Background: an optimization exercise with open tools, aiming at small area, a short achievable clock period and few clock cycles. Do not read the settings as production practice. No run shown here included a check of the RTL's function; only the layout flow was run. No activity file was given, so power comes from the tool's default toggle rates.

$ cat flow/config.mk
export PLATFORM = sky130hd
export DESIGN_NAME = TPU
export DESIGN_NICKNAME = TPU
export VERILOG_FILES = /design/flow/design.v
export SDC_FILE = /design/flow/constraint.sdc
export NUM_CORES = 4
export LEC_CHECK = 0
export CAP_MARGIN = 20
export CORE_MARGIN = 2
export CORE_UTILIZATION = 40
export CTS_CLUSTER_DIAMETER = 100
export CTS_CLUSTER_SIZE = 20
export SLEW_MARGIN = 20
export SYNTH_HIERARCHICAL = 1
export SYNTH_MINIMUM_KEEP_SIZE = 0
$ cat flow/constraint.sdc
create_clock -name core_clock -period 10.0 [get_ports {clk}]
set_input_delay 2.0000 -clock core_clock [delete_from_list [all_inputs] [get_ports {clk}]]
set_output_delay 2.0000 -clock core_clock [all_outputs]
set_load 0.01 [all_outputs]
$ cat flow/design.v
module block (
	input             clk,
	input      [7:0]  a,
	input      [7:0]  b,
	input      [7:0]  a_nx,       
	input      [7:0]  b_nx,
	input             first_in,   
	output reg [20:0] s,
	output reg [20:0] c
);
	reg first;   
	always @(posedge clk)
		first <= first_in;
	reg [1:0] ep_s, ep_c;   
	always @(posedge clk) begin
		ep_s[0] <= ~((a_nx[0] & b_nx[7]) ^ (a_nx[7] & b_nx[0]));
		ep_c[0] <= ~((a_nx[0] & b_nx[7]) & (a_nx[7] & b_nx[0]));
		ep_s[1] <= ~((a_nx[1] & b_nx[7]) ^ (a_nx[7] & b_nx[1]));
		ep_c[1] <= ~((a_nx[1] & b_nx[7]) & (a_nx[7] & b_nx[1]));
	end
	wire [63:0] pp;
	wire [20:0] si = first ? 21'h1fffff : s;
	wire [20:0] ci = first ? 21'h1fffff : c;
	genvar i;
	generate for (i = 0; i < 64; i = i + 1) begin : g_pp
		assign pp[i] = ~(a[i / 8] & b[i % 8]);
	end endgenerate
	wire ts0;
	wire tc0;
	wire ts1;
	wire tc1;
	wire ts2;
	wire tc2;
	wire ts3;
	wire tc3;
	wire ts4;
	wire tc4;
	wire ts5;
	wire tc5;
	wire ts6;
	wire tc6;
	wire ts7;
	wire tc7;
	wire ts8;
	wire tc8;
	wire ts9;
	wire tc9;
	wire ts10;
	wire tc10;
	wire ts11;
	wire tc11;
	wire ts12;
	wire tc12;
	wire ts13;
	wire tc13;
	wire ts14;
	wire tc14;
	wire ts15;
	wire tc15;
	wire ts16;
	wire tc16;
	wire ts17;
	wire tc17;
	wire ts18;
	wire tc18;
	wire ts19;
	wire tc19;
	wire ts20;
	wire tc20;
	wire ts21;
	wire tc21;
	wire ts22;
	wire tc22;
	wire ts23;
	wire tc23;
	wire ts24;
	wire tc24;
	wire ts25;
	wire tc25;
	wire ts26;
	wire tc26;
	wire ts27;
	wire tc27;
	wire ts28;
	wire tc28;
	wire ts29;
	wire tc29;
	wire ts30;
	wire tc30;
	wire ts31;
	wire tc31;
	wire ts32;
	wire tc32;
	wire ts33;
	wire tc33;
	wire ts34;
	wire tc34;
	wire ts35;
	wire tc35;
	wire ts36;
	wire tc36;
	wire ts37;
	wire tc37;
	wire ts38;
	wire tc38;
	wire ts39;
	wire tc39;
	wire ts40;
	wire tc40;
	wire ts41;
	wire tc41;
	wire ts42;
	wire tc42;
	wire ts43;
	wire tc43;
	wire ts44;
	wire tc44;
	wire ts45;
	wire tc45;
	wire ts46;
	wire tc46;
	wire ts47;
	wire tc47;
	wire ts48;
	wire tc48;
	wire ts49;
	wire tc49;
	wire ts50;
	wire tc50;
	wire ts51;
	wire tc51;
	wire ts52;
	wire tc52;
	wire ts53;
	wire tc53;
	wire ts54;
	wire tc54;
	wire ts55;
	wire tc55;
	wire ts56;
	wire tc56;
	wire ts57;
	wire tc57;
	wire ts58;
	wire tc58;
	wire ts59;
	wire tc59;
	wire ts60;
	wire tc60;
	wire ts61;
	wire tc61;
	wire ts62;
	wire tc62;
	wire ts63;
	wire tc63;
	wire ts64;
	wire tc64;
	wire ts65;
	wire tc65;
	wire ts66;
	wire tc66;
	wire ts67;
	wire tc67;
	wire ts68;
	wire tc68;
	wire ts69;
	wire tc69;
	wire ts70;
	wire tc70;
	wire ts71;
	wire tc71;
	wire ts72;
	wire tc72;
	wire ts73;
	wire tc73;
	wire ts74;
	wire tc74;
	half_adder_n hts0 (pp[4], pp[11], ts0, tc0);
	fa fts1 (pp[5], pp[12], pp[19], ts1, tc1);
	half_adder_n hts2 (pp[26], pp[33], ts2, tc2);
	fa fts3 (pp[6], pp[13], pp[20], ts3, tc3);
	fa fts4 (pp[27], pp[34], pp[41], ts4, tc4);
	half_adder_n hts5 (pp[48], si[6], ts5, tc5);
	fa fts6 (pp[14], pp[21], pp[28], ts6, tc6);
	fa fts7 (pp[35], pp[42], pp[49], ts7, tc7);
	fa fts8 (ep_s[0], si[7], ci[7], ts8, tc8);
	fa fts9 (pp[22], pp[29], pp[36], ts9, tc9);
	fa fts10 (pp[43], pp[50], ep_c[0], ts10, tc10);
	fa fts11 (ep_s[1], si[8], ci[8], ts11, tc11);
	fa fts12 (pp[23], pp[30], pp[37], ts12, tc12);
	fa fts13 (pp[44], pp[51], pp[58], ts13, tc13);
	fa fts14 (ep_c[1], si[9], ci[9], ts14, tc14);
	fa fts15 (pp[31], pp[38], pp[45], ts15, tc15);
	fa fts16 (pp[52], pp[59], si[10], ts16, tc16);
	fa fts17 (pp[39], pp[46], pp[53], ts17, tc17);
	half_adder_n hts18 (pp[2], pp[9], ts18, tc18);
	fa fts19 (pp[3], pp[10], pp[17], ts19, tc19);
	half_adder_n hts20 (pp[24], si[3], ts20, tc20);
	fa fts21 (pp[18], pp[25], pp[32], ts21, tc21);
	fa fts22 (si[4], ci[4], ts0, ts22, tc22);
	fa fts23 (pp[40], si[5], ci[5], ts23, tc23);
	fa fts24 (ts1, ts2, tc0, ts24, tc24);
	fa fts25 (ci[6], ts3, ts4, ts25, tc25);
	fa fts26 (ts5, tc1, tc2, ts26, tc26);
	fa fts27 (ts6, ts7, ts8, ts27, tc27);
	fa fts28 (tc3, tc4, tc5, ts28, tc28);
	fa fts29 (ts9, ts10, ts11, ts29, tc29);
	fa fts30 (tc6, tc7, tc8, ts30, tc30);
	fa fts31 (ts12, ts13, ts14, ts31, tc31);
	fa fts32 (tc9, tc10, tc11, ts32, tc32);
	fa fts33 (ci[10], ts15, ts16, ts33, tc33);
	fa fts34 (tc12, tc13, tc14, ts34, tc34);
	fa fts35 (pp[60], si[11], ci[11], ts35, tc35);
	fa fts36 (ts17, tc15, tc16, ts36, tc36);
	fa fts37 (pp[47], pp[54], pp[61], ts37, tc37);
	fa fts38 (si[12], ci[12], tc17, ts38, tc38);
	fa fts39 (pp[55], pp[62], si[13], ts39, tc39);
	half_adder_n hts40 (pp[1], pp[8], ts40, tc40);
	fa fts41 (pp[16], si[2], ci[2], ts41, tc41);
	fa fts42 (ci[3], ts19, ts20, ts42, tc42);
	fa fts43 (ts21, ts22, tc19, ts43, tc43);
	fa fts44 (ts23, ts24, tc21, ts44, tc44);
	fa fts45 (ts25, ts26, tc23, ts45, tc45);
	fa fts46 (ts27, ts28, tc25, ts46, tc46);
	fa fts47 (ts29, ts30, tc27, ts47, tc47);
	fa fts48 (ts31, ts32, tc29, ts48, tc48);
	fa fts49 (ts33, ts34, tc31, ts49, tc49);
	fa fts50 (ts35, ts36, tc33, ts50, tc50);
	fa fts51 (ts37, ts38, tc35, ts51, tc51);
	fa fts52 (ci[13], ts39, tc37, ts52, tc52);
	fa fts53 (pp[63], si[14], ci[14], ts53, tc53);
	half_adder_n hts54 (pp[0], si[0], ts54, tc54);
	fa fts55 (si[1], ci[1], ts40, ts55, tc55);
	fa fts56 (ts18, ts41, tc40, ts56, tc56);
	fa fts57 (tc18, ts42, tc41, ts57, tc57);
	fa fts58 (tc20, ts43, tc42, ts58, tc58);
	fa fts59 (tc22, ts44, tc43, ts59, tc59);
	fa fts60 (tc24, ts45, tc44, ts60, tc60);
	fa fts61 (tc26, ts46, tc45, ts61, tc61);
	fa fts62 (tc28, ts47, tc46, ts62, tc62);
	fa fts63 (tc30, ts48, tc47, ts63, tc63);
	fa fts64 (tc32, ts49, tc48, ts64, tc64);
	fa fts65 (tc34, ts50, tc49, ts65, tc65);
	fa fts66 (tc36, ts51, tc50, ts66, tc66);
	fa fts67 (tc38, ts52, tc51, ts67, tc67);
	fa fts68 (tc39, ts53, tc52, ts68, tc68);
	fa fts69 (si[15], ci[15], tc53, ts69, tc69);
	half_adder_n hts70 (si[16], ci[16], ts70, tc70);
	half_adder_n hts71 (si[17], ci[17], ts71, tc71);
	half_adder_n hts72 (si[18], ci[18], ts72, tc72);
	half_adder_n hts73 (si[19], ci[19], ts73, tc73);
	half_adder_n hts74 (si[20], ci[20], ts74, tc74);
	always @(posedge clk) begin
		s <= {ts74, ts73, ts72, ts71, ts70, ts69, ts68, ts67, ts66, ts65, ts64, ts63, ts62, ts61, ts60, ts59, ts58, ts57, ts56, ts55, ci[0]};
		c <= {tc73, tc72, tc71, tc70, tc69, tc68, tc67, tc66, tc65, tc64, tc63, tc62, tc61, tc60, tc59, tc58, tc57, tc56, tc55, tc54, ts54};
	end
endmodule
module fa (input a, input b, input c, output s, output co);
	assign s = a ^ b ^ c;
	assign co = (a & b) | (a & c) | (b & c);
endmodule
module half_adder_n (input a, input b, output s, output co);
	gate_xnor gx (a, b, s);
	gate_or go (a, b, co);
endmodule
module gate_xnor (input a, input b, output y);
	assign y = ~(a ^ b);
endmodule
module gate_or (input a, input b, output y);
	assign y = a | b;
endmodule
module systolic_array (
	input          clk,
	input  [31:0]  a_word,      
	input  [31:0]  b_word,      
	input  [31:0]  a_word_nx,   
	input  [31:0]  b_word_nx,
	input  [3:0]   first,       
	output [167:0] row0,        
	output [167:0] row1,
	output [167:0] row2,
	output [167:0] row3
);
	reg [31:0] b1, b2, b3;
	reg [7:0]  a1_0;
	reg [7:0]  a2_0, a2_1;
	reg [7:0]  a3_0, a3_1, a3_2;
	always @(posedge clk) begin
		b1 <= b_word;
		b2 <= b1;
		b3 <= b2;
		a1_0 <= a_word[23:16];
		a2_0 <= a_word[15:8];
		a2_1 <= a2_0;
		a3_0 <= a_word[7:0];
		a3_1 <= a3_0;
		a3_2 <= a3_1;
	end
	wire [7:0]  an [0:3];
	wire [31:0] bn [0:3];
	assign an[0] = a_word_nx[31:24];
	assign an[1] = a_word[23:16];
	assign an[2] = a2_0;
	assign an[3] = a3_1;
	assign bn[0] = b_word_nx;
	assign bn[1] = b_word;
	assign bn[2] = b1;
	assign bn[3] = b2;
	wire [7:0]  ar [0:3];
	wire [31:0] br [0:3];
	assign ar[0] = a_word[31:24];
	assign ar[1] = a1_0;
	assign ar[2] = a2_1;
	assign ar[3] = a3_2;
	assign br[0] = b_word;
	assign br[1] = b1;
	assign br[2] = b2;
	assign br[3] = b3;
	wire [83:0] rs [0:3];
	wire [83:0] rc [0:3];
	genvar r, c;
	generate
		for (r = 0; r < 4; r = r + 1) begin : g_row
			for (c = 0; c < 4; c = c + 1) begin : g_col
				block P (
					.clk(clk),
					.a(ar[r]),
					.b(br[r][31-8*c -: 8]),
					.a_nx(an[r]),
					.b_nx(bn[r][31-8*c -: 8]),
					.first_in(first[r]),
					.s(rs[r][83-21*c -: 21]),
					.c(rc[r][83-21*c -: 21])
				);
			end
		end
	endgenerate
	assign row0 = {rs[0], rc[0]};
	assign row1 = {rs[1], rc[1]};
	assign row2 = {rs[2], rc[2]};
	assign row3 = {rs[3], rc[3]};
endmodule
module TPU_fsm (
	input             clk,
	input             rst_n,
	input             in_valid,
	input      [7:0]  K,
	input      [7:0]  M,
	input      [7:0]  N,
	output reg        busy,
	output reg [7:0]  A_idx,
	output reg [7:0]  B_idx,
	output reg        fetch_v,      
	output     [3:0]  first_row,    
	output     [3:0]  wr_row,       
	output reg [7:0]  C_idx
);
	reg        act;
	reg [4:0]  k, Km1, Kpm1;
	reg [2:0]  mb, nb, MBm1, NBm1;
	reg [5:0]  Kr, Mr;
	reg [7:0]  abase, bbase;
	reg [3:0]  first_c;    
	reg [5:0]  last_c;
	reg [6:0]  fin_c;
	wire start    = in_valid & ~busy;
	wire tile_end = (k == Kpm1);
	wire mb_end   = (mb == MBm1);
	wire nb_end   = (nb == NBm1);
	reg [4:0]  k_n;
	reg [2:0]  mb_n, nb_n;
	reg [7:0]  a_n, b_n, abase_n, bbase_n;
	always @(*) begin
		k_n = k + 5'd1;
		mb_n = mb;
		nb_n = nb;
		a_n = A_idx + 8'd1;
		b_n = B_idx + 8'd1;
		abase_n = abase;
		bbase_n = bbase;
		if (tile_end) begin
			k_n = 5'd0;
			if (!mb_end) begin
				mb_n = mb + 3'd1;
				abase_n = abase + {2'b0, Kr};
				a_n = abase_n;
				b_n = bbase;
			end else begin
				mb_n = 3'd0;
				nb_n = nb + 3'd1;
				abase_n = 8'd0;
				a_n = 8'd0;
				bbase_n = bbase + {2'b0, Kr};
				b_n = bbase_n;
			end
		end
	end
	wire last_n = (k_n == Km1);
	wire fin_n  = last_n & (mb_n == MBm1) & (nb_n == NBm1);
	wire [4:0] Kin_m1 = K[4:0] - 5'd1;
	wire final_fetch = tile_end & mb_end & nb_end;
	always @(posedge clk) begin
		if (!rst_n) begin
			act <= 1'b0;
			busy <= 1'b0;
			fetch_v <= 1'b0;
			first_c[0] <= 1'b0;
			last_c[0] <= 1'b0;
			fin_c[0] <= 1'b0;
		end else begin
			if (start)
				busy <= 1'b1;
			else if (fin_c[6])
				busy <= 1'b0;
			if (start) begin
				act <= 1'b1;
				fetch_v <= 1'b1;
				first_c[0] <= 1'b1;
				last_c[0] <= (K == 8'd1);
				fin_c[0] <= (K == 8'd1) & (M <= 8'd4) & (N <= 8'd4);
			end else if (act & ~final_fetch) begin
				fetch_v <= (k_n <= Km1);
				first_c[0] <= (k_n == 5'd0);
				last_c[0] <= last_n;
				fin_c[0] <= fin_n;
			end else begin
				act <= 1'b0;
				fetch_v <= 1'b0;
				first_c[0] <= 1'b0;
				last_c[0] <= 1'b0;
				fin_c[0] <= 1'b0;
			end
		end
	end
	always @(posedge clk) begin
		if (!busy) begin
			k <= 5'd0;
			mb <= 3'd0;
			nb <= 3'd0;
			abase <= 8'd0;
			bbase <= 8'd0;
			A_idx <= 8'd0;
			B_idx <= 8'd0;
			Km1 <= Kin_m1;
			Kpm1 <= (K < 8'd4) ? 5'd3 : Kin_m1;
			MBm1 <= (M - 8'd1) >> 2;
			NBm1 <= (N - 8'd1) >> 2;
			Kr <= K[5:0];
			Mr <= M[5:0];
		end else if (act & ~final_fetch) begin
			k <= k_n;
			mb <= mb_n;
			nb <= nb_n;
			abase <= abase_n;
			bbase <= bbase_n;
			A_idx <= a_n;
			B_idx <= b_n;
		end
	end
	always @(posedge clk) begin
		if (!rst_n) begin
			last_c[5:1] <= 5'd0;
			fin_c[6:1] <= 6'd0;
		end else begin
			last_c[5:1] <= last_c[4:0];
			fin_c[6:1] <= fin_c[5:0];
		end
		first_c[3:1] <= first_c[2:0];
	end
	assign first_row = first_c[3:0];
	assign wr_row    = last_c[5:2];
	reg [7:0] cbn, cbnb;
	reg [2:0] wmb;
	always @(posedge clk) begin
		if (!busy) begin
			cbn <= 8'd0;
			cbnb <= 8'd0;
			wmb <= 3'd0;
		end else if (last_c[2]) begin
			if (wmb == MBm1) begin
				wmb <= 3'd0;
				cbnb <= cbnb + {2'b0, Mr};
				cbn <= cbnb + {2'b0, Mr};
			end else begin
				wmb <= wmb + 3'd1;
				cbn <= cbn + 8'd4;
			end
		end
		C_idx <= last_c[2] ? cbn : C_idx + 8'd1;
	end
endmodule
module TPU (
	clk,
	rst_n,
	in_valid,
	K,
	M,
	N,
	busy,
	A_index,
	A_data_out,
	B_index,
	B_data_out,
	C_wr_en,
	C_index,
	C_data_in
);
input            clk;
input            rst_n;
input            in_valid;
input  [7:0]     K;
input  [7:0]     M;
input  [7:0]     N;
output           busy;
output [15:0]    A_index;
input  [31:0]    A_data_out;
output [15:0]    B_index;
input  [31:0]    B_data_out;
output reg       C_wr_en;
output [15:0]    C_index;
output [127:0]   C_data_in;
wire [7:0] A_idx, B_idx, C_idx;
wire       fetch_v;
wire [3:0] first_row, wr_row;
TPU_fsm ctrl (
	.clk(clk),
	.rst_n(rst_n),
	.in_valid(in_valid),
	.K(K),
	.M(M),
	.N(N),
	.busy(busy),
	.A_idx(A_idx),
	.B_idx(B_idx),
	.fetch_v(fetch_v),
	.first_row(first_row),
	.wr_row(wr_row),
	.C_idx(C_idx)
);
assign A_index = {8'd0, A_idx};
assign B_index = {8'd0, B_idx};
assign C_index = {8'd0, C_idx};
reg [31:0] a_word, b_word;
wire [31:0] a_word_nx = fetch_v ? A_data_out : 32'd0;
always @(posedge clk) begin
	a_word <= a_word_nx;
	b_word <= B_data_out;
end
wire [167:0] row0, row1, row2, row3;
systolic_array sa (
	.clk(clk),
	.a_word(a_word),
	.b_word(b_word),
	.a_word_nx(a_word_nx),
	.b_word_nx(B_data_out),
	.first(first_row),
	.row0(row0),
	.row1(row1),
	.row2(row2),
	.row3(row3)
);
wire [167:0] sel = ({168{wr_row[0]}} & row0) | ({168{wr_row[1]}} & row1) |
                   ({168{wr_row[2]}} & row2) | ({168{wr_row[3]}} & row3);
reg [83:0] c_row;
always @(posedge clk) begin
	if (!rst_n)
		C_wr_en <= 1'b0;
	else
		C_wr_en <= |wr_row;
	c_row[83:63] <= ~sel[167:147] + ~sel[83:63];
	c_row[62:42] <= ~sel[146:126] + ~sel[62:42];
	c_row[41:21] <= ~sel[125:105] + ~sel[41:21];
	c_row[20:0]  <= ~sel[104:84]  + ~sel[20:0];
end
assign C_data_in = {11'd0, c_row[83:63], 11'd0, c_row[62:42],
                    11'd0, c_row[41:21], 11'd0, c_row[20:0]};
endmodule
$ cat flow/flow/run.sh
#!/bin/bash
set -euo pipefail
MARGIN=$(cat flow/margin.txt)
bash standard.sh SETUP_SLACK_MARGIN=$MARGIN \
  "BUFFER_PORTS_ARGS=-inputs -outputs -buffer_cell sky130_fd_sc_hd__buf_2" \
  finish > standard.log 2>&1
$ cat flow/flow/margin.txt
6.8
$ cat flow/standard.sh
#!/bin/bash
# synth_recipe.tcl (not shown) runs the flow's synth.tcl, then flattens the netlist and writes it again
# the make line also repeats each setting of config.mk as NAME=value (left out here)
make -C /OpenROAD-flow-scripts/flow DESIGN_CONFIG=/design/flow/config.mk WORK_HOME=/design/flow/orfs CLKGATE_MAP_FILE= SYNTH_SCRIPT=/design/flow/synth_recipe.tcl "${@:-finish}"
==> impl_metrics.toml, run 1 <==
[global_routing]
grt_pass1_vias = 47700
grt_first_pass_wirelength_um = 292000
grt.total_usage = 0.221
grt_max_degree = 75
grt_overflow_total = 0
antenna_found_initial = 20

[setup_path]
worstPathRequired_ns = 8.00
crit_type = "register to output pin"
cp_max_fo = 2
crit_arrival_ns = 1.30
crit_buf_inv = 2
critPathTopFamily = "flip-flops"
cpMaxStageDelayCell = "dfxtp_4"
startpoint_type = "register"
slowest_delay_ns = 0.36
endpoint_kind = "output pin"
worstPathCellList = "buf_12 -> buf_6"

[routing]
drt-pass1-iter-count = 6
wire_per_inst_um = 22.9
vias = 44600
via_per_inst = 5.29
ant_nets = 0
drtIter0Drc = 3025
drc = 0
drt_wl_total_um = 193000

[clock_network]
clock_latency_ns = 0.72
clock_sink_count = 1163
tritoncts = "done"
path_clk_slew_ns = 0.09
cts_made_buffers = 70
hold_buffers = 0
clockBufferDepth = 3
ctsRootBufferMaster = "clkbuf_16"
htreeDepth = 3

[placement]
dp_cells = 8256
place_congestion = 0.895
io_buffers = 200
dp_hpwl_um = 136000
dpl-instance-area_um2 = 70000

[floorplanning]
coreArea_um2 = 169000
start_util = 0.402
pin_count = 269
die_y_um = 416
die_area_um2 = 173000
die_w_um = 416
num_rows = 151

[synth]
postSynthAreaPerCell_um2 = 11.1
ys_warn_count = 10
syn_inst = 6122
synth_area_um2 = 67800

[cells_and_area]
fin_area_um2 = 74400
final_cell_mix = "nand2_1, dfxtp_1, fa_1, or2_1, xnor2_1"
drive_gt1_frac = 0.0994
fin_nets = 7437
final_util = 0.441
layout_commonest_cell = "nand2_1"
syn_to_final_growth_pct = 9.72
stdcell_count = 8433

[outcome]
status = "complete, no violations"

[sta]
rsz0062_at_grt = "true"
fin_crit_sh = 0.330
setup_violations = 0
drv_slew = 0
slew_headroom = 0.320
period_minus_slack_ns = 3.30
clock_skew_ns = 0.0374
final_hold_viol_count = 0
tns_ns = 0
worst_slew_pin_slew_ns = 1.02
max_freq_mhz = 303

[worst_hold_path]
hold_class = "register to register"

[pwr]
power_uw = 13700
ir_worst_vdd_v = 0.000142
power_density_nw_per_um2 = 184
p_leak_uw = 0.0230

[job]
max_cap_viol_count = 0
-- cell type report --
| type | count | area [µm²] |
|---|---|---|
| repair buffers | 337 | 3300 |
| clock buffers | 86 | 1920 |
| multi-input cells | 4504 | 42100 |
| flip-flops and latches | 1163 | 23800 |
| inverters | 110 | 413 |
| clock inverters | 9 | 125 |
| well taps | 2218 | 2780 |
| fillers | 15900 | 94500 |
| diodes | 6 | 15.0 |
-- sequential cells by signal, summed over array words and instances (netlist names), 16 cells and up --
name,flops
b_word,32
sa.g_row.g_col.P.s,336
sa.g_row.g_col.P.ep_c,32
c_row,84
sa.b1,32
sa.g_row.g_col.P.ep_s,32
sa.b3,32
a_word,32
sa.g_row.g_col.P.c,336
sa.b2,32
sa.g_row.g_col.P.first,16
-- report_power, final --
part           leakage (µW)  switching [µW]  internal, µW
sequential          0.00963             769          5560
combinational        0.0123            2280          1990
clock              0.000997            1690          1400
-- worst paths after layout --
path,cells past startpoint,slack (ns),start,to
max,2,6.70,ctrl.busy,busy
min,0,0.32,sa.a3_0[0],sa.a3_1[0]
max reg2reg,6,6.84,sa.a2_1[5],sa.g_row[2].g_col[2].P.s[9]
min reg2reg,0,0.32,sa.a3_0[0],sa.a3_1[0]
-- routing by layer --
layer	track usage	routed length (µm)	up-vias
met4	0.0719	6820	22
met3	0.0378	12500	342
met2	0.373	93800	1483
li1	-	-	19700
met1	0.289	79800	23000
met5	0	168	-
-- stage by stage --
step | worst slack [ns] | hold slack, ns
2_1_floorplan | 6.80 | 0.310
3_3_place_gp | 5.78 | 0.312
3_5_place_dp | 5.69 | 0.312
4_1_cts | 6.66 | 0.324
5_1_grt | 6.66 | 0.330
6_report | 6.70 | 0.324
-- timing repair --
item                                    4_1_cts  5_1_grt
resized for setup                           292       74
buffers inserted                             40       24
endpoints found under the setup margin      332      178
gates cloned                                  9        3
pin swaps                                     5       27
-- worst register-to-register path: cells and delay by family, from the launching register on --
| family | cells | cell delay [ns] |
|---|---|---|
| AND/OR/NAND/NOR | 1 | 0.18 |
| flip-flops | 1 | 0.33 |
| adder cells (fa/ha/maj) | 4 | 2.16 |
| buffers and inverters | 1 | 0.38 |
==> run 2: changes to the inputs <==
--- a/flow/design.v
+++ b/flow/design.v
@@ -363,7 +363,8 @@
 	reg [3:0]  first_c;    
 	reg [5:0]  last_c;
 	reg [6:0]  fin_c;
-	wire start    = in_valid & ~busy;
+	reg        idle;
+	wire start    = in_valid & idle;
 	wire tile_end = (k == Kpm1);
 	wire mb_end   = (mb == MBm1);
 	wire nb_end   = (nb == NBm1);
@@ -403,15 +404,19 @@
 		if (!rst_n) begin
 			act <= 1'b0;
 			busy <= 1'b0;
+			idle <= 1'b1;
 			fetch_v <= 1'b0;
 			first_c[0] <= 1'b0;
 			last_c[0] <= 1'b0;
 			fin_c[0] <= 1'b0;
 		end else begin
-			if (start)
+			if (start) begin
 				busy <= 1'b1;
-			else if (fin_c[6])
+				idle <= 1'b0;
+			end else if (fin_c[6]) begin
 				busy <= 1'b0;
+				idle <= 1'b1;
+			end
 			if (start) begin
 				act <= 1'b1;
 				fetch_v <= 1'b1;
@@ -433,7 +438,7 @@
 		end
 	end
 	always @(posedge clk) begin
-		if (!busy) begin
+		if (idle) begin
 			k <= 5'd0;
 			mb <= 3'd0;
 			nb <= 3'd0;
@@ -472,7 +477,7 @@
 	reg [7:0] cbn, cbnb;
 	reg [2:0] wmb;
 	always @(posedge clk) begin
-		if (!busy) begin
+		if (idle) begin
 			cbn <= 8'd0;
 			cbnb <= 8'd0;
 			wmb <= 3'd0;
==> flow/flow/margin.txt (replaced) <==
6.95
==> run 2 against run 1 <==
Critical path depth is 1 lower. Global-route usage is 0.30 points higher. Clock skew is 0.0012 ns lower. Clock power is 4% lower. Sequential share of layout area is 0.82 points lower. Synthesized area is 0.19% higher. Utilization is 1.3 points higher. Clock-buffer cell count is 7 lower. Final cell count is 1.1% higher. Largest cell class unchanged. Largest power group unchanged. Highest routed layer unchanged.
==> impl_metrics.toml, run 2 <==
[setup_path]
r2r_slack_ns = 6.88
worstPathCellList = "buf_6"
crit_buf_inv = 1
slowest_delay_ns = 0.38
reg2reg_from = "ctrl.last_c[4]"
rr_worst_depth = 10
crit_type = "register to output pin"
worstReg2RegEnd = "c_row[39]"
crit_arrival_ns = 1.20
worstPathRequired_ns = 8.00
endpoint_kind = "output pin"
critPathTopFamily = "flip-flops"
startpoint_type = "register"
cpMaxStageDelayCell = "dfxtp_2"
cp_max_fo = 1

[pwr]
power_uw = 13700
p_leak_uw = 0.0238
ir_worst_vdd_v = 0.000152
power_density_nw_per_um2 = 179

[sta]
slew_headroom = 0.274
tns_ns = 0
fin_crit_sh = 0.320
clock_skew_ns = 0.0361
worst_slew_pin_slew_ns = 1.09
drv_slew = 0
setup_violations = 0
period_minus_slack_ns = 3.20
rsz0062_at_grt = "true"
max_freq_mhz = 312
final_hold_viol_count = 0

[routing]
vias = 45800
drt-pass1-iter-count = 8
via_per_inst = 5.37
drt_wl_total_um = 208000
ant_nets = 0
drtIter0Drc = 3590
drc = 0
wire_per_inst_um = 24.4

[placement]
dp_hpwl_um = 135000
io_buffers = 200
dpl-instance-area_um2 = 70100
place_congestion = 0.889
dp_cells = 8244

[clock_network]
htreeDepth = 3
ctsRootBufferMaster = "clkbuf_16"
clockBufferDepth = 3
path_clk_slew_ns = 0.09
clock_sink_count = 1164
cts_made_buffers = 68
tritoncts = "done"
clock_latency_ns = 0.72

[floorplanning]
die_w_um = 416
die_area_um2 = 173000
die_y_um = 416
start_util = 0.402
coreArea_um2 = 169000
pin_count = 269
num_rows = 151

[cells_and_area]
reg.largest.list = "sa.g_row.g_col.P.c: 336 flops, sa.g_row.g_col.P.s: 336 flops, c_row: 84 flops"
fillers = 15500
syn_to_final_growth_pct = 12.9
fin_nets = 7535
final_util = 0.454
final_cell_mix = "nand2_1, fa_1, dfxtp_1, or2_1, xnor2_1"
stdcell_count = 8527
fin_area_um2 = 76800
drive_gt1_frac = 0.139
layout_commonest_cell = "nand2_1"

[global_routing]
grt.total_usage = 0.224
grt_pass1_vias = 48100
grt_overflow_total = 0
antenna_found_initial = 20
grt_max_degree = 95
grt_first_pass_wirelength_um = 295000

[job]
max_cap_viol_count = 0

[worst_hold_path]
hold_class = "register to register"
min_from = "sa.a3_1[5]"
whs_path_depth = 0
min_to = "sa.a3_2[5]"

[outcome]
status = "complete, no violations"

[synth]
synth_area_um2 = 68000
ys_warn_count = 10
syn_inst = 6112
postSynthAreaPerCell_um2 = 11.1
## run 2: per-layer routing
| layer | part of all wire | wire [µm] | GRT usage | vias to the layer above |
|---|---|---|---|---|
| met1 | 0.40 | 83200 | 0.291 | 23600 |
| li1 | - | - | - | 20000 |
| met5 | 0.00042 | 87 | 0 | - |
| met3 | 0.078 | 16100 | 0.0365 | 426 |
| met2 | 0.48 | 99000 | 0.382 | 1844 |
| met4 | 0.045 | 9290 | 0.0736 | 14 |
## run 2: power by group
part	switching, µW	leakage, µW	internal [µW]
Clock	1660	0.000919	1290
Sequential	817	0.00965	5560
Combinational	2350	0.0133	2040
## run 2: timing repair
action	CTS	global route
pin swaps	35	101
endpoints found under the setup margin	459	263
hold buffers	0	0
buffers inserted	77	74
cloned	11	26
resized for setup	396	244
## run 2: final cells by class
type                       count  area, µm²  share of cell area
antenna                        9       22.5            0.000293
clock buffer                  79       1810              0.0235
clock inverter                 7       68.8            0.000896
timing repair buffer         446       4940              0.0644
inverter                     106        398             0.00518
sequential                  1164      23900               0.311
tap                         2218       2780              0.0361
multi-input combinational   4498      42900               0.558
## run 2: worst max-delay path by stage
stage	start	endpoint	slack (ns)	cells past startpoint
floorplan	ctrl.last_c[4]	c_row[16]	6.96	15
global placement	ctrl.last_c[2]	c_row[39]	5.39	13
detailed placement	ctrl.last_c[2]	c_row[39]	5.28	13
CTS	c_row[62]	C_data_in[84]	6.74	1
global route	ctrl.B_idx[7]	B_index[7]	6.76	1
finish	c_row[50]	C_data_in[72]	6.80	1
## run 2: metrics by stage
| step | hold WS [ns] | setup WS, ns |
|---|---|---|
| after global routing | 0.328 | 6.76 |
| after CTS | 0.327 | 6.74 |
| after floorplan | 0.310 | 6.96 |
| after global placement | 0.313 | 5.39 |
| after detailed placement | 0.312 | 5.28 |
| final | 0.325 | 6.80 |
==> run 3: changes to the inputs <==
==> flow/flow/margin.txt (replaced) <==
6.8
==> run 3 against run 2 <==
Still clean on timing, DRC and antenna. Register-to-register slack barely moved. Sequential power barely moved. Global-route usage fell by 0.14 points. Die area did not move. Synthesized cell count did not move. Final cell count fell by 1.0%. Design area fell by 2.7%. Clock skew rose by 0.0026 ns. Via count fell by 2.7%. Non-clock buffer count fell by 83. Fmax fell by 3.7%. Clock-buffer cell count fell by 1. Critical endpoint is now C_data_in[82]. Largest cell class unchanged.
==> impl_metrics.toml, run 3 <==
[routing]
drt_wl_total_um = 194000
ant_nets = 0
drc = 0
via_per_inst = 5.28
drt-pass1-iter-count = 6
vias = 44600
drtIter0Drc = 3287
wire_per_inst_um = 23.0

[pwr]
ir_worst_vdd_v = 0.000127
power_density_nw_per_um2 = 183
p_leak_uw = 0.0231

[sta]
hold-worst-slack_ns = 0.325
clock_skew_ns = 0.0387
worst_slack_ns = 6.68
worst_slew_pin_slew_ns = 0.944
setup_violations = 0
period_minus_slack_ns = 3.32
drv_slew = 0
max_freq_mhz = 301
slew_headroom = 0.371
fin_crit_sh = 0.332
rsz0062_at_grt = "true"
tns_ns = 0
final_hold_viol_count = 0

[synth]
synth_area_um2 = 68000
syn_inst = 6112
postSynthAreaPerCell_um2 = 11.1
ys_warn_count = 10

[floorplanning]
die_area_um2 = 173000
num_rows = 151
start_util = 0.402
pin_count = 269
coreArea_um2 = 169000
die_w_um = 416
die_y_um = 416

[setup_path]
cpMaxStageDelayCell = "dfxtp_4"
worstPathRequired_ns = 8.00
cp_max_fo = 1
crit_type = "register to output pin"
cp.depth = 1
slowest_delay_ns = 0.47
critPathTopFamily = "flip-flops"
rr_worst_depth = 11
endpoint_kind = "output pin"
startpoint_type = "register"
crit_arrival_ns = 1.32
crit_buf_inv = 1
worstPathCellList = "buf_6"

[placement]
io_buffers = 200
dp_hpwl_um = 136000
place_congestion = 0.912
dpl-instance-area_um2 = 70100
pre_cts_slack_ns = 5.78

[clock_network]
clock_sink_count = 1164
hold_buffers = 0
path_clk_slew_ns = 0.09
clockBufferDepth = 3
clock_latency_ns = 0.72
ctsRootBufferMaster = "clkbuf_16"
htreeDepth = 3
cts_made_buffers = 70
tritoncts = "done"

[global_routing]
grt_max_degree = 66
grt_overflow_total = 0
grt.total_usage = 0.223
grt_pass1_vias = 47300
grt_first_pass_wirelength_um = 294000
antenna_found_initial = 27

[cells_and_area]
drive_gt1_frac = 0.106
multi_input_area_um2 = 42300
fin_area_um2 = 74700
fillers = 15500
layout_commonest_cell = "nand2_1"
syn_to_final_growth_pct = 9.92
fin_nets = 7454
reg.largest.list = "sa.g_row.g_col.P.c: 336 flops, sa.g_row.g_col.P.s: 336 flops, c_row: 84 flops"
seqCellArea_um2 = 23800
final_cell_mix = "nand2_1, dfxtp_1, fa_1, or2_1, xnor2_1"

[job]
max_cap_viol_count = 0

[worst_hold_path]
hold_class = "register to register"
whs_path_depth = 0

[outcome]
status = "complete, no violations"
==> run 3: path summary, 6_finish.rpt <==
kind,startpoint,slack [ns],end
min reg2reg,sa.a2_0[2],0.32,sa.a2_1[2]
min,sa.a2_0[2],0.32,sa.a2_1[2]
max,c_row[60],6.68,C_data_in[82]
max reg2reg,ctrl.last_c[3],6.87,c_row[62]
==> run 3: what timing repair did <==
| item | 4_1_cts | 5_1_grt |
|---|---|---|
| cloned | 7 | 6 |
| setup endpoints to repair | 295 | 162 |
| gates resized for setup | 276 | 99 |
| pin swaps | 11 | 40 |
| setup buffers | 47 | 46 |
| endpoints found under the hold margin | 0 | 0 |
==> run 3: routing by layer <==
metal / wire length, µm / vias up / GRT usage
met3: 11900 / 362 / 0.0375
met5: 100 / - / 0
met1: 81300 / 23000 / 0.294
met4: 7750 / 18 / 0.0820
met2: 93200 / 1456 / 0.369
li1: - / 19800 / -
==> run 3: final cells by class <==
cell class / instances / share of cell area
clock buffers: 78 / 0.0247
diodes: 4 / 0.000134
clock inverters: 11 / 0.00142
flip-flops and latches: 1164 / 0.319
repair buffers: 363 / 0.0469
inverters: 106 / 0.00532
multi-input cells: 4498 / 0.566
well taps: 2218 / 0.0371
==> run 3: metrics by stage <==
step | std cells | utilization | power [µW]
final | 8442 | 0.442 | 13700
after global routing | 8438 | 0.442 | 14700
after CTS | 8386 | 0.436 | 13700
after detailed placement | 8243 | 0.415 | 10600
after global placement | 8243 | 0.415 | 10500
after floorplan | 6179 | - | 9220
==> run 3: where the power goes <==
group,internal [µW],leakage [µW],total [µW],switching (µW)
sequential,5560,0.00964,6370,812
clock,1330,0.000960,3020,1690
combinational,1990,0.0124,4270,2280
==> run 4: changes to the inputs <==
--- a/flow/config.mk
+++ b/flow/config.mk
@@ -7,7 +7,7 @@
 export LEC_CHECK = 0
 export CAP_MARGIN = 20
 export CORE_MARGIN = 2
-export CORE_UTILIZATION = 40
+export CORE_UTILIZATION = 50
 export CTS_CLUSTER_DIAMETER = 100
 export CTS_CLUSTER_SIZE = 20
 export SLEW_MARGIN = 20
==> run 4 against run 3 <==
Register-to-register slack lost 0.07 ns. Worst setup slack gained 0.11 ns. Die area shrank 20%. Wire length shrank 3.1%. Via count is essentially flat. Largest cell class unchanged.
==> impl_metrics.toml, run 4 <==
[sta]
hold-worst-slack_ns = 0.328
rsz0062_at_grt = "true"
fin_crit_sh = 0.321
setup_violations = 0
final_hold_viol_count = 0
period_minus_slack_ns = 3.21
max_freq_mhz = 311
tns_ns = 0
slew_headroom = 0.340
worst_slew_pin_slew_ns = 0.990
worst_slack_ns = 6.79
clock_skew_ns = 0.0326
drv_slew = 0

[routing]
via_per_inst = 5.57
drt-pass1-iter-count = 6
vias = 44600
wire_per_inst_um = 23.5
drt_wl_total_um = 188000
drc = 0
ant_nets = 0
drtIter0Drc = 3332

[clock_network]
path_clk_slew_ns = 0.09
tritoncts = "done"
ctsRootBufferMaster = "clkbuf_16"
clock_latency_ns = 0.70
htreeDepth = 3
clock_sink_count = 1164
cts_made_buffers = 69
clockBufferDepth = 3

[floorplanning]
die_w_um = 373
die_y_um = 373
die_area_um2 = 139000
coreArea_um2 = 135000
num_rows = 135
pin_count = 269
start_util = 0.503

[placement]
pre_cts_slack_ns = 5.25
io_buffers = 200
place_congestion = 0.868
dp_hpwl_um = 127000

[global_routing]
grt_max_degree = 88
antenna_found_initial = 12
grt.total_usage = 0.265
grt_first_pass_wirelength_um = 283000
grt_pass1_vias = 46900
grt_overflow_total = 0

[setup_path]
crit_arrival_ns = 1.21
critPathTopFamily = "flip-flops"
endpoint_kind = "output pin"
worstPathRequired_ns = 8.00
crit_buf_inv = 1
slowest_delay_ns = 0.40
worstPathCellList = "buf_6"
cpMaxStageDelayCell = "dfxtp_4"
startpoint_type = "register"
crit_type = "register to output pin"
cp_max_fo = 7

[worst_hold_path]
hold_class = "register to register"

[synth]
synth_area_um2 = 68000
postSynthAreaPerCell_um2 = 11.1
syn_inst = 6112
ys_warn_count = 10

[cells_and_area]
fillers = 11700
syn_to_final_growth_pct = 8.65
layout_commonest_cell = "nand2_1"
multi_input_area_um2 = 42200
reg.largest.list = "sa.g_row.g_col.P.c: 336 flops, sa.g_row.g_col.P.s: 336 flops, c_row: 84 flops"
seqCellArea_um2 = 23800
final_cell_mix = "nand2_1, dfxtp_1, fa_1, or2_1, xnor2_1"
drive_gt1_frac = 0.101
fin_nets = 7447

[pwr]
power_density_nw_per_um2 = 183
p_leak_uw = 0.0229
ir_worst_vdd_v = 0.000137

[outcome]
status = "complete, no violations"

[job]
max_cap_viol_count = 0
[run 4: metal layers]
layer / track usage / up-vias / part of all wire
met4: 0.0691 / 4 / 0.029
met5: 0 / - / 0.00011
met2: 0.412 / 1450 / 0.45
met3: 0.0449 / 282 / 0.070
met1: 0.385 / 23100 / 0.45
li1: - / 19800 / -
[run 4: stage by stage]
step	total power, µW	cell area (µm²)	std cells	util
floorplan	9220	68300	6179	-
global placement	10400	69500	7803	0.515
detailed placement	10500	69500	7803	0.515
CTS	13600	72800	7941	0.539
global route	14500	73800	7995	0.546
finish	13500	73900	8003	0.547
[run 4: path summary, 6_finish.rpt]
kind	start	endpoint	slack [ns]	cells past startpoint
worst min-delay path	sa.a3_1[6]	sa.a3_2[6]	0.33	0
worst max-delay path	ctrl.A_idx[0]	A_index[0]	6.79	1
worst max register to register	ctrl.last_c[4]	c_row[20]	6.80	11
worst min register to register	sa.a3_1[6]	sa.a3_2[6]	0.33	0
[run 4: area by class of cell]
class	instances	share of cell area
tap	1781	0.0302
timing repair buffer	357	0.0447
inverter	106	0.00539
sequential	1164	0.322
clock buffer	80	0.0247
multi-input combinational	4498	0.571
clock inverter	9	0.00114
antenna	8	0.000271
[run 4: repair_timing]
action,4_1_cts,5_1_grt
gates cloned,6,4
setup endpoints to repair,359,162
buffers inserted,43,50
pin swaps,3,22
gates resized for setup,225,83
hold buffers,0,0
[run 4: report_power, final]
group	internal, µW	switching (µW)	leakage (µW)
Combinational	1990	2290	0.0123
Sequential	5560	710	0.00965
Clock	1310	1650	0.000926

[afterwards: timing with drivers on the ports]
The results above use ideal ports. As a check the final layouts listed here were re-extracted and re-timed, cells and wires unchanged. Step 1 (the two cells are an assumption about what drives the block):
set clk [get_ports {clk}]
set_driving_cell -lib_cell sky130_fd_sc_hd__clkbuf_16 $clk
set_driving_cell -lib_cell sky130_fd_sc_hd__buf_2 [delete_from_list [all_inputs] $clk]
Step 2, shift: input delay + t, output delay - t, t = (earliest + latest rising clock arrival at the registers) / 2. This alone moves slack from input paths to output paths. Slacks: ideal ports / drivers / drivers and shift; pairs: ideal ports / drivers.
run | t, ns | setup slack, ns | worst setup path after step 2
run 1 | 0.787 | 6.701 / 6.612 / 6.337 | input to register
run 2 | 0.790 | 6.797 / 6.708 / 6.417 | input to register
run 3 | 0.774 | 6.675 / 6.600 / 6.452 | input to register
run 4 | 0.764 | 6.788 / 6.710 / 6.427 | input to register
After both steps every run listed still meets setup and hold. For run 2, which loses most, drivers alone change the setup slack by -0.089 ns; drivers and shift together by -0.380 ns.
